Background: an optimization exercise with open tools, aiming at small area, a short achievable clock period and few clock cycles. Do not read the settings as production practice.
RTL that was checked went through simulation tests only; none was proved equivalent to the original.
Power figures rest on the tool's default switching activity, not on a simulated workload.

Setup of build 88:
Design PipelinedCPU, start of the top module:
module PipelinedCPU(clk, reset, imem_addr, imem_data, dmem_addr, dmem_wdata, dmem_we, dmem_rdata);
Size: ~4,700 cells after synthesis, roughly 680 flip-flops, ~160 I/O pins, roughly 39,000 µm² of cells after synthesis.
Settings: LEC_CHECK=0, ABC_AREA=1, CAP_MARGIN=20, CORE_MARGIN=2, CORE_UTILIZATION=40, CTS_BUF_LIST=sky130_fd_sc_hd__clkbuf_8, SETUP_SLACK_MARGIN=3.8, SLEW_MARGIN=20; clock period 8.0 ns.
run.sh (not shown) runs the stock make flow with config.mk's settings and CLKGATE_MAP_FILE= SYNTH_SCRIPT=/design/flow/synth_recipe.tcl, a recipe that flattens the netlist after the stock synthesis.
[inputs] build 9 vs build 88
Settings: a deleted CTS_BUF_LIST that had been sky130_fd_sc_hd__clkbuf_8.
==> flow/flow/run.sh (new file) <==
#!/bin/bash
# Own flow: the standard layout (standard.sh, unchanged synthesis), with the port buffers
# made from plain buffers (sky130_fd_sc_hd__buf_4) instead of the delay cells buffer_ports
# picks by default. Each step's output goes to its own log file here.
set -euo pipefail
export BUFFER_PORTS_ARGS="-buffer_cell sky130_fd_sc_hd__buf_4"
bash standard.sh synth > synth.log 2>&1
bash standard.sh > layout.log 2>&1
==> flow/standard.sh (new file) <==
#!/bin/bash
# synth_recipe.tcl (not shown) runs the flow's synth.tcl, then flattens the netlist and writes it again
# the make line also repeats each setting of config.mk as NAME=value (left out here)
make -C /OpenROAD-flow-scripts/flow DESIGN_CONFIG=/design/flow/config.mk WORK_HOME=/design/flow/orfs CLKGATE_MAP_FILE= SYNTH_SCRIPT=/design/flow/synth_recipe.tcl "${@:-finish}"
removed: flow/run.sh
Lower hold slack goes to build 9 over build 88.
Of the two values seen for critical path endpoint, dmem_addr[28] was produced by build 9 and dmem_addr[26] by build 88.
Build 9 against build 88: power has increased; total number of placement rows has remained practically unchanged; final area has decreased.
The inputs of build 17 differ from those of build 9 as listed below.
==> flow/run.sh (new file) <==
#!/bin/bash
# synth_recipe.tcl (not shown) runs the flow's synth.tcl, then flattens the netlist and writes it again
# the make line also repeats each setting of config.mk as NAME=value (left out here)
make -C /OpenROAD-flow-scripts/flow DESIGN_CONFIG=/design/flow/config.mk WORK_HOME=/design/flow/orfs CLKGATE_MAP_FILE= SYNTH_SCRIPT=/design/flow/synth_recipe.tcl finish
removed: flow/flow/run.sh
removed: flow/standard.sh
Build 17 ended with every stage complete and zero timing, DRC or antenna violations.
Taking build 9 as the reference point, the first-pass detailed-route iteration total of build 17 rises by 4.
Build 17 vs. build 9: total wire length stayed essentially flat; worst relative slew slack has increased; post-placement setup slack lower; sequential share of layout area -1.2 points.
The final hold slack in build 17 sits 0.0073 ns above the value recorded for build 9.
Function was not checked in any run of this note: the RTL went through the layout flow alone.


run 1:
PipelinedCPU, a different RTL version from the one above (not shown whole).
Size: ~650 flip-flops, roughly 160 I/O pins.
Settings: LEC_CHECK=0, ABC_AREA=1, CAP_MARGIN=20, CORE_MARGIN=2, CORE_UTILIZATION=40, SETUP_SLACK_MARGIN=4.0, SLEW_MARGIN=20, TNS_END_PERCENT=20; clock period 8.0 ns.
Stock flow here: none of the scripts above is used.
Modified inputs, run 2 compared to run 1
# run 1
export LEC_CHECK = 0
export ABC_AREA = 1
export CAP_MARGIN = 20
export CORE_MARGIN = 2
export CORE_UTILIZATION = 40
export SETUP_SLACK_MARGIN = 4.0
export SLEW_MARGIN = 20
export TNS_END_PERCENT = 20
create_clock -name core_clock -period 8.0 [get_ports {clk}]
# run 2
export LEC_CHECK = 0
export CAP_MARGIN = 20
export CORE_MARGIN = 2
export CORE_UTILIZATION = 40
export SETUP_SLACK_MARGIN = 3.5
export SLEW_MARGIN = 20
create_clock -name core_clock -period 8.0 [get_ports {clk}]
Findings:
For count of clock tree sinks, run 2 and run 1 come out practically identical. [diff] full die area, run 2 relative to run 1: improvement. Share of the synthesized area in compound gates (AO/OA/AOI/OAI) delta for run 2 relative to run 1: 6.2 points higher. When the final numbers for run 1 and run 2 were put side by side, the last weighted congestion value of the routability-driven placer turned out to be greater in run 1.
#### Input delta (run 3 over run 2)
# run 2
export LEC_CHECK = 0
export CAP_MARGIN = 20
export CORE_MARGIN = 2
export CORE_UTILIZATION = 40
export SETUP_SLACK_MARGIN = 3.5
export SLEW_MARGIN = 20
create_clock -name core_clock -period 8.0 [get_ports {clk}]
# run 3
export LEC_CHECK = 0
export CAP_MARGIN = 20
export CORE_MARGIN = 2
export CORE_UTILIZATION = 40
export SLEW_MARGIN = 20
create_clock -name core_clock -period 8.0 [get_ports {clk}]
--- outcome ---
Across run 3 and run 2, none had a timing, DRC or antenna violation.
Going from run 2 to run 3, footprint of the multi-input gates shrinks by about 12%.
Looking at flip-flop and latch share of the layout cell area, run 3 sits 4.4 points above run 2.
Final critical-path share of the clock period: run 3 vs run 2 up 21 points
Run 3 against run 2: power consumption decreased by about 9% relative to the old numbers, worst slew margin relative to its limit fell by 0.21 points, post-layout minimum cycle time shows an increase of 1.64 ns.
For run 4, these inputs were changed with respect to run 3:
# run 3
export LEC_CHECK = 0
export CAP_MARGIN = 20
export CORE_MARGIN = 2
export CORE_UTILIZATION = 40
export SLEW_MARGIN = 20
create_clock -name core_clock -period 8.0 [get_ports {clk}]
# run 4
export LEC_CHECK = 0
export ABC_AREA = 1
export CAP_MARGIN = 20
export CORE_MARGIN = 2
export CORE_UTILIZATION = 40
export SETUP_SLACK_MARGIN = 3.5
export SLEW_MARGIN = 20
create_clock -name core_clock -period 8.0 [get_ports {clk}]
- On insertion delay of the later-clocked pin in the worst-skew pair, run 4 and run 3 are neck and neck.
- Relative to run 3, total instance count after detailed placement has gone up in run 4.
- The launch point of the worst path comes out opA[21]$_DFF_P_ in one run and opA[4]$_DFF_P_ in the other, namely in run 4 and run 3 respectively.
- Post-route cell area | run 4 above run 3
- Run 3 reports its worst-path cell with the longest stage delay as dfxtp_1 while run 4 reports dfxtp_4.
- Run 4 has cell area reported after detailed placement above what run 3 had.
- Run 4 — leakage power about 37% higher, run 3 as reference
- Simple logic cell fraction of the synthesized area ended up 9.6 points higher on run 4 than on run 3.
- Against run 3, highest ir drop seen on vdd in run 4 rose by more than half.
No functional check of the RTL was part of any run of this note.


The RTL this note starts from:
==> flow/design.v <==
module RegFile(clk, rst, src1, src2, byp1, byp2, byp_data, src1_data, src2_data, wrt_en, dst, dst_data);
	input clk, rst;
	input [3:0] src1, src2, dst;
	input byp1, byp2;
	input [31:0] byp_data;
	input wrt_en;
	input [31:0] dst_data;
	output reg [31:0] src1_data, src2_data;
	wire [31:0] wdata = rst ? 32'b0 : dst_data;
	wire [31:0] q [0:15];
	genvar i;
	generate
		for (i = 0; i < 16; i = i + 1) begin : r
			reg [31:0] val;
			always @(posedge clk)
				if (rst | (wrt_en & (dst == i)))
					val <= wdata;
			assign q[i] = val;
		end
	endgenerate
	integer k;
	always @(*) begin
		src1_data = byp_data & {32{byp1}};
		src2_data = byp_data & {32{byp2}};
		for (k = 0; k < 16; k = k + 1) begin
			src1_data = src1_data | (q[k] & {32{~byp1 & (src1 == k)}});
			src2_data = src2_data | (q[k] & {32{~byp2 & (src2 == k)}});
		end
	end
endmodule
module PipelinedCPU(clk, reset, imem_addr, imem_data, dmem_addr, dmem_wdata, dmem_we, dmem_rdata);
	input  clk;
	input  reset;
	output [31:0] imem_addr;
	input  [31:0] imem_data;
	output [31:0] dmem_addr;
	output [31:0] dmem_wdata;
	output dmem_we;
	input  [31:0] dmem_rdata;
	parameter START_PC = 32'h40;
	wire [3:0]  f_cls = imem_data[31:28];
	wire [3:0]  f_op  = imem_data[27:24];
	wire [3:0]  f_a   = imem_data[23:20];
	wire [3:0]  f_b   = imem_data[19:16];
	wire [3:0]  f_c   = imem_data[15:12];
	wire [15:0] f_imm = imem_data[15:0];
	wire f_alur = (f_cls == 4'hC);
	wire f_alui = (f_cls == 4'h4);
	wire f_cmpr = (f_cls == 4'hD);
	wire f_cmpi = (f_cls == 4'h5);
	wire f_br   = (f_cls == 4'h2);
	wire f_jal  = (f_cls == 4'h6);
	wire f_lw   = (f_cls == 4'h7);
	wire f_sw   = (f_cls == 4'h3);
	wire f_mvhi = f_alui & (f_op == 4'hF);
	wire f_brz  = f_br & (f_op == 4'h2 | f_op == 4'hD | f_op == 4'h8 |
	                      f_op == 4'h1 | f_op == 4'hE | f_op == 4'hF);
	wire       f_bs  = (f_cls[3:1] == 3'b001);         
	wire [3:0] idx1 = f_b;
	wire [3:0] idx2 = f_bs ? f_a : f_c;
	wire [31:0] rf1, rf2;
	wire        x_we;
	wire [3:0]  x_dst;
	wire [31:0] x_res;
	wire byp1 = x_we & (x_dst == idx1);
	wire byp2 = x_we & (x_dst == idx2);
	RegFile regfile(clk, reset, idx1, idx2, byp1, byp2, x_res, rf1, rf2, x_we, x_dst, x_res);
	wire [31:0] f_simm = {{16{f_imm[15]}}, f_imm};
	wire [31:0] f_bval = f_mvhi ? {f_imm, 16'b0} :
	                     (f_alui | f_cmpi) ? f_simm :
	                     rf2;
	reg [2:0] f_tt;
	always @(*) begin
		case (f_op)
			4'h0: f_tt = 3'b111;  
			4'h1: f_tt = 3'b011;  
			4'h2: f_tt = 3'b100;  
			4'h3: f_tt = 3'b000;  
			4'h5: f_tt = 3'b011;  
			4'h6: f_tt = 3'b100;  
			4'h8: f_tt = 3'b110;  
			4'h9: f_tt = 3'b010;  
			4'hA: f_tt = 3'b101;  
			4'hB: f_tt = 3'b001;  
			4'hC: f_tt = 3'b110;  
			4'hD: f_tt = 3'b010;  
			4'hE: f_tt = 3'b101;  
			default: f_tt = 3'b001;  
		endcase
	end
	wire f_isalu = f_alur | (f_alui & ~f_mvhi);
	wire f_radd  = f_isalu & (f_op == 4'h7);
	wire f_rsub  = f_isalu & (f_op == 4'h6);
	wire f_rlog  = f_isalu & ~(f_op == 4'h7) & ~(f_op == 4'h6);
	wire f_cmp   = f_cmpr | f_cmpi;
	wire f_sub   = f_rsub | f_cmp | f_br;
	wire f_invb  = f_rsub | f_cmp;
	wire f_inva  = f_br;
	wire [17:0] f_immr = f_jal ? {f_imm, 2'b00} : {{2{f_imm[15]}}, f_imm};
	wire f_bwd  = f_imm[15];
	wire f_nul  = (f_imm == 16'h0000);
	wire f_pred = f_br & (f_bwd ? (f_op != 4'h3) : (f_op == 4'h0 | f_op == 4'h5 | f_op == 4'h1));
	wire [31:2] fa     = imem_addr[31:2];
	wire [31:2] f_npc  = fa + 30'd1;
	wire [31:2] f_btgt = fa + {{14{f_imm[15]}}, f_imm} + 30'd1;
	reg  [31:0] opA, opB;
	reg  [31:2] npc;       
	reg  [31:2] btgt;      
	reg  [17:0] immr;
	reg  [3:0]  dst;
	reg         we, st, ld, br, jal, pred, nul;
	reg         sub, rarith, rlog, rmvhi, rlink;
	reg  [2:0]  lop;       
	reg  [2:0]  tt;
	wire        cond;
	wire        mispredict = br & ~nul & (cond ^ pred);
	always @(posedge clk) begin
		opA  <= (rf1 ^ {32{f_inva}}) | {32{f_brz}};
		opB  <= f_bval ^ {32{f_invb}};
		btgt <= f_btgt;
		immr <= f_immr;
		dst  <= f_a;
		lop  <= {f_op[3], f_op[1], f_op[0]};
		tt   <= f_tt;
		sub  <= f_sub;
		rarith <= f_radd | f_rsub;
		rlog <= f_rlog;
		rmvhi <= f_mvhi;
		rlink <= f_jal;
		pred <= f_pred;
		nul  <= f_nul;
		if (reset | mispredict) begin
			npc <= reset ? START_PC[31:2] : (cond ? btgt : npc);
			we  <= 1'b0;
			st  <= 1'b0;
			ld  <= 1'b0;
			br  <= 1'b0;
			jal <= 1'b0;
		end else begin
			npc <= f_npc;
			we  <= f_alur | f_alui | f_cmpr | f_cmpi | f_jal | f_lw;
			st  <= f_sw;
			ld  <= f_lw;
			br  <= f_br;
			jal <= f_jal;
		end
	end
	wire [31:0] simmr = {{14{immr[17]}}, immr};
	wire [31:0] as    = opA + opB + {31'b0, sub};   
	wire [31:0] addr  = opA + simmr;                
	wire        eq    = &(opA ^ opB);               
	assign      cond  = eq ? tt[2] : (as[31] ? tt[1] : tt[0]);
	wire [31:0] lres0 = lop[1] ? (opA ^ opB) : lop[0] ? (opA | opB) : (opA & opB);
	wire [31:0] lres  = lres0 ^ {32{lop[2]}};
	assign x_res = ld     ? dmem_rdata :
	               rlink  ? {npc, 2'b00} :
	               rmvhi  ? opB :
	               rarith ? as :
	               rlog   ? lres :
	               {31'b0, cond};
	assign x_we  = we;
	assign x_dst = dst;
	assign imem_addr  = {jal ? addr[31:2] : (br & pred) ? btgt : npc, 2'b00};
	assign dmem_addr  = addr;
	assign dmem_wdata = opB;
	assign dmem_we    = st;
endmodule
==> flow/config.mk <==
export PLATFORM = sky130hd
export DESIGN_NAME = PipelinedCPU
export DESIGN_NICKNAME = PipelinedCPU
export VERILOG_FILES = /design/flow/design.v
export SDC_FILE = /design/flow/constraint.sdc
export NUM_CORES = 4
export LEC_CHECK = 0
export ABC_AREA = 1
export CAP_MARGIN = 20
export CORE_MARGIN = 2
export CORE_UTILIZATION = 40
export SETUP_SLACK_MARGIN = 3.8
export SLEW_MARGIN = 20
==> flow/constraint.sdc <==
create_clock -name core_clock -period 8.0 [get_ports {clk}]
set_input_delay 1.6000 -clock core_clock [delete_from_list [all_inputs] [get_ports {clk}]]
set_output_delay 1.6000 -clock core_clock [all_outputs]
set_load 0.01 [all_outputs]
standard.sh (not shown) runs the stock make flow with config.mk's settings and CLKGATE_MAP_FILE= SYNTH_SCRIPT=/design/flow/synth_recipe.tcl, a recipe that flattens the netlist after the stock synthesis.
==> flow/flow/run.sh <==
#!/bin/bash
# Own flow: the standard layout (standard.sh, unchanged synthesis), with the port buffers
# made from plain buffers (sky130_fd_sc_hd__buf_4) instead of the delay cells buffer_ports
# picks by default. Each step's output goes to its own log file here.
set -euo pipefail
export BUFFER_PORTS_ARGS="-buffer_cell sky130_fd_sc_hd__buf_4"
bash standard.sh synth > synth.log 2>&1
bash standard.sh > layout.log 2>&1
Testbench counts at the start, summed over its fixed seeds: cycles 35,396.
==> next run, changes <==
==> flow/flow/run.sh (replaced) <==
#!/bin/bash
# Own flow: the standard layout (standard.sh, unchanged synthesis) with two changes:
#  - the port buffers are plain buffers (sky130_fd_sc_hd__buf_4) instead of the delay cells
#    buffer_ports picks by default;
#  - clock tree synthesis uses larger sink clusters and no dummy loads, for a shallower tree.
# Each step's output goes to its own log file here.
set -euo pipefail
export BUFFER_PORTS_ARGS="-buffer_cell sky130_fd_sc_hd__buf_4"
export CTS_ARGS="-sink_clustering_enable -repair_clock_nets -sink_clustering_size 20 -sink_clustering_max_diameter 80 -dont_use_dummy_load"
bash standard.sh synth > synth.log 2>&1
bash standard.sh > layout.log 2>&1
- SETUP_SLACK_MARGIN: 3.8 -> 3.5
Result: Power is lower by 16%; worst setup slack gets worse by 0.052 ns; cell area is lower by 7.6%.
==> next run, changes <==
==> flow/run.sh (new file) <==
#!/bin/bash
# synth_recipe.tcl (not shown) runs the flow's synth.tcl, then flattens the netlist and writes it again
# the make line also repeats each setting of config.mk as NAME=value (left out here)
make -C /OpenROAD-flow-scripts/flow DESIGN_CONFIG=/design/flow/config.mk WORK_HOME=/design/flow/orfs CLKGATE_MAP_FILE= SYNTH_SCRIPT=/design/flow/synth_recipe.tcl finish
- ABC_AREA: 1 -> unset
- SETUP_SLACK_MARGIN: 3.5 -> 3.8
removed: flow/flow/run.sh
removed: flow/standard.sh
Effect: Area after synthesis shrinks by a few percent. Combinational power came out higher by roughly a tenth. Sequential power rises slightly. Total power rose by about a fifth. Die area decreases by a few percent. Routed wire length falls by a few percent. Global-route usage drops by 0.39 points. Utilization goes up by 6.9 points. Cell count went down by about a fifth.


## exp/ember
RTL: the design.v shown in full above, as it stands there.
Settings: LEC_CHECK=0, ABC_AREA=1, CAP_MARGIN=20, CORE_MARGIN=2, CORE_UTILIZATION=40, PLACE_DENSITY=0.75, SETUP_SLACK_MARGIN=3.5, SLEW_MARGIN=20; clock period 8.0 ns.
==> flow/flow/run.sh <==
#!/bin/bash
# Own flow: the standard layout (standard.sh, unchanged synthesis) with two changes:
#  - the port buffers are plain buffers (sky130_fd_sc_hd__buf_4) instead of the delay cells
#    buffer_ports picks by default;
#  - clock tree synthesis uses larger sink clusters and no dummy loads, for a shallower tree.
# Each step's output goes to its own log file here.
set -euo pipefail
export BUFFER_PORTS_ARGS="-buffer_cell sky130_fd_sc_hd__buf_4"
export CTS_ARGS="-sink_clustering_enable -repair_clock_nets -sink_clustering_size 20 -sink_clustering_max_diameter 80 -dont_use_dummy_load"
bash standard.sh synth > synth.log 2>&1
bash standard.sh > layout.log 2>&1
In summary, exp/ember completed successfully, with a layout that passed the timing, DRC and antenna checks.
Testbench counts of exp/ember, summed over its fixed seeds: cycles 35,396.
Edits applied to the flow inputs when going from exp/ember to exp/pepper:
- CORE_UTILIZATION changed from 40 to 55
- PLACE_DENSITY removed (was 0.75)
==> comparison <==
- Both conditions hold for exp/pepper: the flow ran to the end and the final layout passed the timing, DRC and antenna checks.
- For wire length of the first global-routing pass, dividing the value from exp/ember by the value from exp/pepper gives 1.05.
- | setup slack after placement | exp/pepper vs exp/ember | 0.086 ns lower |
- When exp/pepper is measured against exp/ember, its synthesis-to-layout area growth turns out 1.7 points lower.
- Via count of the first global-routing pass in exp/pepper is 3.5% below exp/ember.
- Against exp/ember, overall power of the completed layout in exp/pepper fell slightly.
- Compared with exp/ember, exp/pepper shows critical path depth lower by 1.
- Any difference in share of final layout cell area taken by clock buffers and inverters between exp/ember and exp/pepper is small enough to ignore.
- Headroom to the max-slew limit: exp/pepper better than exp/ember
- Any difference in clock skew between exp/ember and exp/pepper is small enough to ignore.
- Layout cell share with drive strength beyond 1: exp/pepper vs exp/ember down 0.75 points
- Per-instance average area after synthesis: exp/ember vs exp/pepper identical
Setup changes, exp/pepper to exp/violet
- CORE_UTILIZATION changed from 55 to 40
- SYNTH_HIERARCHICAL newly set to 1
diff --git a/flow/flow/run.sh b/flow/flow/run.sh
--- a/flow/flow/run.sh
+++ b/flow/flow/run.sh
@@ -2 +2,4 @@
-# Own flow: the standard layout (standard.sh, unchanged synthesis) with two changes:
+# Own flow: the standard layout (standard.sh) with these changes:
+#  - synthesis is the standard flow's script (synth_recipe.tcl) with flow/abc_split.tcl added, which maps
+#    the register file with ABC's speed script and the rest with the chosen one (the design
+#    is synthesized per module, SYNTH_HIERARCHICAL 1, and flattened as the standard flow's script does);
@@ -10,2 +13,5 @@
-bash standard.sh synth > synth.log 2>&1
-bash standard.sh > layout.log 2>&1
+{ head -n 1 synth_recipe.tcl; cat flow/abc_split.tcl; tail -n +2 synth_recipe.tcl; } > my_synth.tcl
+sed 's#synth_recipe\.tcl#my_synth.tcl#g' standard.sh > my_standard.sh
+grep -q my_synth.tcl my_standard.sh
+bash my_standard.sh synth > synth.log 2>&1
+bash my_standard.sh > layout.log 2>&1
==> flow/flow/abc_split.tcl (new file) <==
# Technology mapping with two ABC scripts: the register file (its read multiplexers) with the
# speed script, which maps them onto mux4 cells in far less area, and the rest of the design
# with the script the flow settings choose. Registers are mapped before ABC runs, so they are
# the same as in the standard synthesis.
proc abc {args} {
  set i [lsearch -exact $args -script]
  set rest [lreplace $args $i [expr {$i + 1}]]
  set chosen [lindex $args [expr {$i + 1}]]
  yosys abc -script $::env(SCRIPTS_DIR)/abc_speed.script {*}$rest RegFile
  yosys abc -script $chosen {*}$rest PipelinedCPU
}
==> run notes <==
Status | exp/pepper and exp/violet | clean
From exp/pepper to exp/violet the numbers moved as follows: number of diodes up 7; via count fell 5.1%; final critical delay including setup and external delays climbed 0.12 ns.
Post-route clock period utilization was higher in exp/violet than in exp/pepper.
exp/pepper was smaller in final cell area than exp/violet.
Sort exp/pepper and exp/violet by synthesized area desc -> top: exp/pepper
exp/violet vs exp/pepper, xor and xnor area share after synthesis went up by 0.48 points.
exp/violet does worse than exp/pepper on final worst-path setup slack.
Diff exp/pepper -> exp/violet | non-clock buffer count | increase of 27%

==> what the ideal ports hide <==
No port has a modelled driver above. Below, the same layouts with a new extraction and two added sets of constraints.
Step 1 assumes that a clkbuf_16 drives the clock port and a buf_2 every other input.
Step 2, shift: input delay + t, output delay - t, t = (earliest + latest rising clock arrival at the registers) / 2. This alone moves slack from input paths to output paths.
Slacks: ideal ports / drivers / drivers and shift; pairs: ideal ports / drivers.
run	shift t [ns]	slack for setup (ns)	worst setup path after step 2	worst slew at a driven data input, ns
build 88	0.835	3.291 / 3.228 / 2.965	input to register	0.04
build 9	0.735	3.359 / 3.288 / 3.142	input to register	0.06
build 17	0.728	3.378 / 3.307 / 3.085	input to register	0.04
run 1	0.712	2.962 / 2.893 / 3.123	input to register	0.08
run 2	0.708	2.256 / 2.193 / 2.616	input to register	0.33
run 3	0.691	0.613 / 0.549 / 1.239	register to output	0.16
run 4	0.714	2.979 / 2.910 / 2.856	input to register	0.09
the first run of note 3	0.720	3.519 / 3.449 / 3.212	input to register	0.09
the second run of note 3	0.662	3.468 / 3.398 / 2.944	input to register	0.09
the third run of note 3	0.708	2.702 / 2.634 / 2.765	input to register	0.16
exp/ember	0.666	3.359 / 3.293 / 2.776	input to register	0.08
exp/pepper	0.696	3.419 / 3.344 / 2.929	input to register	0.05
exp/violet	0.686	3.303 / 3.330 / 2.644	input to register	0.12
After both steps every run listed still meets setup and hold. For exp/violet, which loses most, drivers alone change the setup slack by +0.027 ns; drivers and shift together by -0.659 ns.
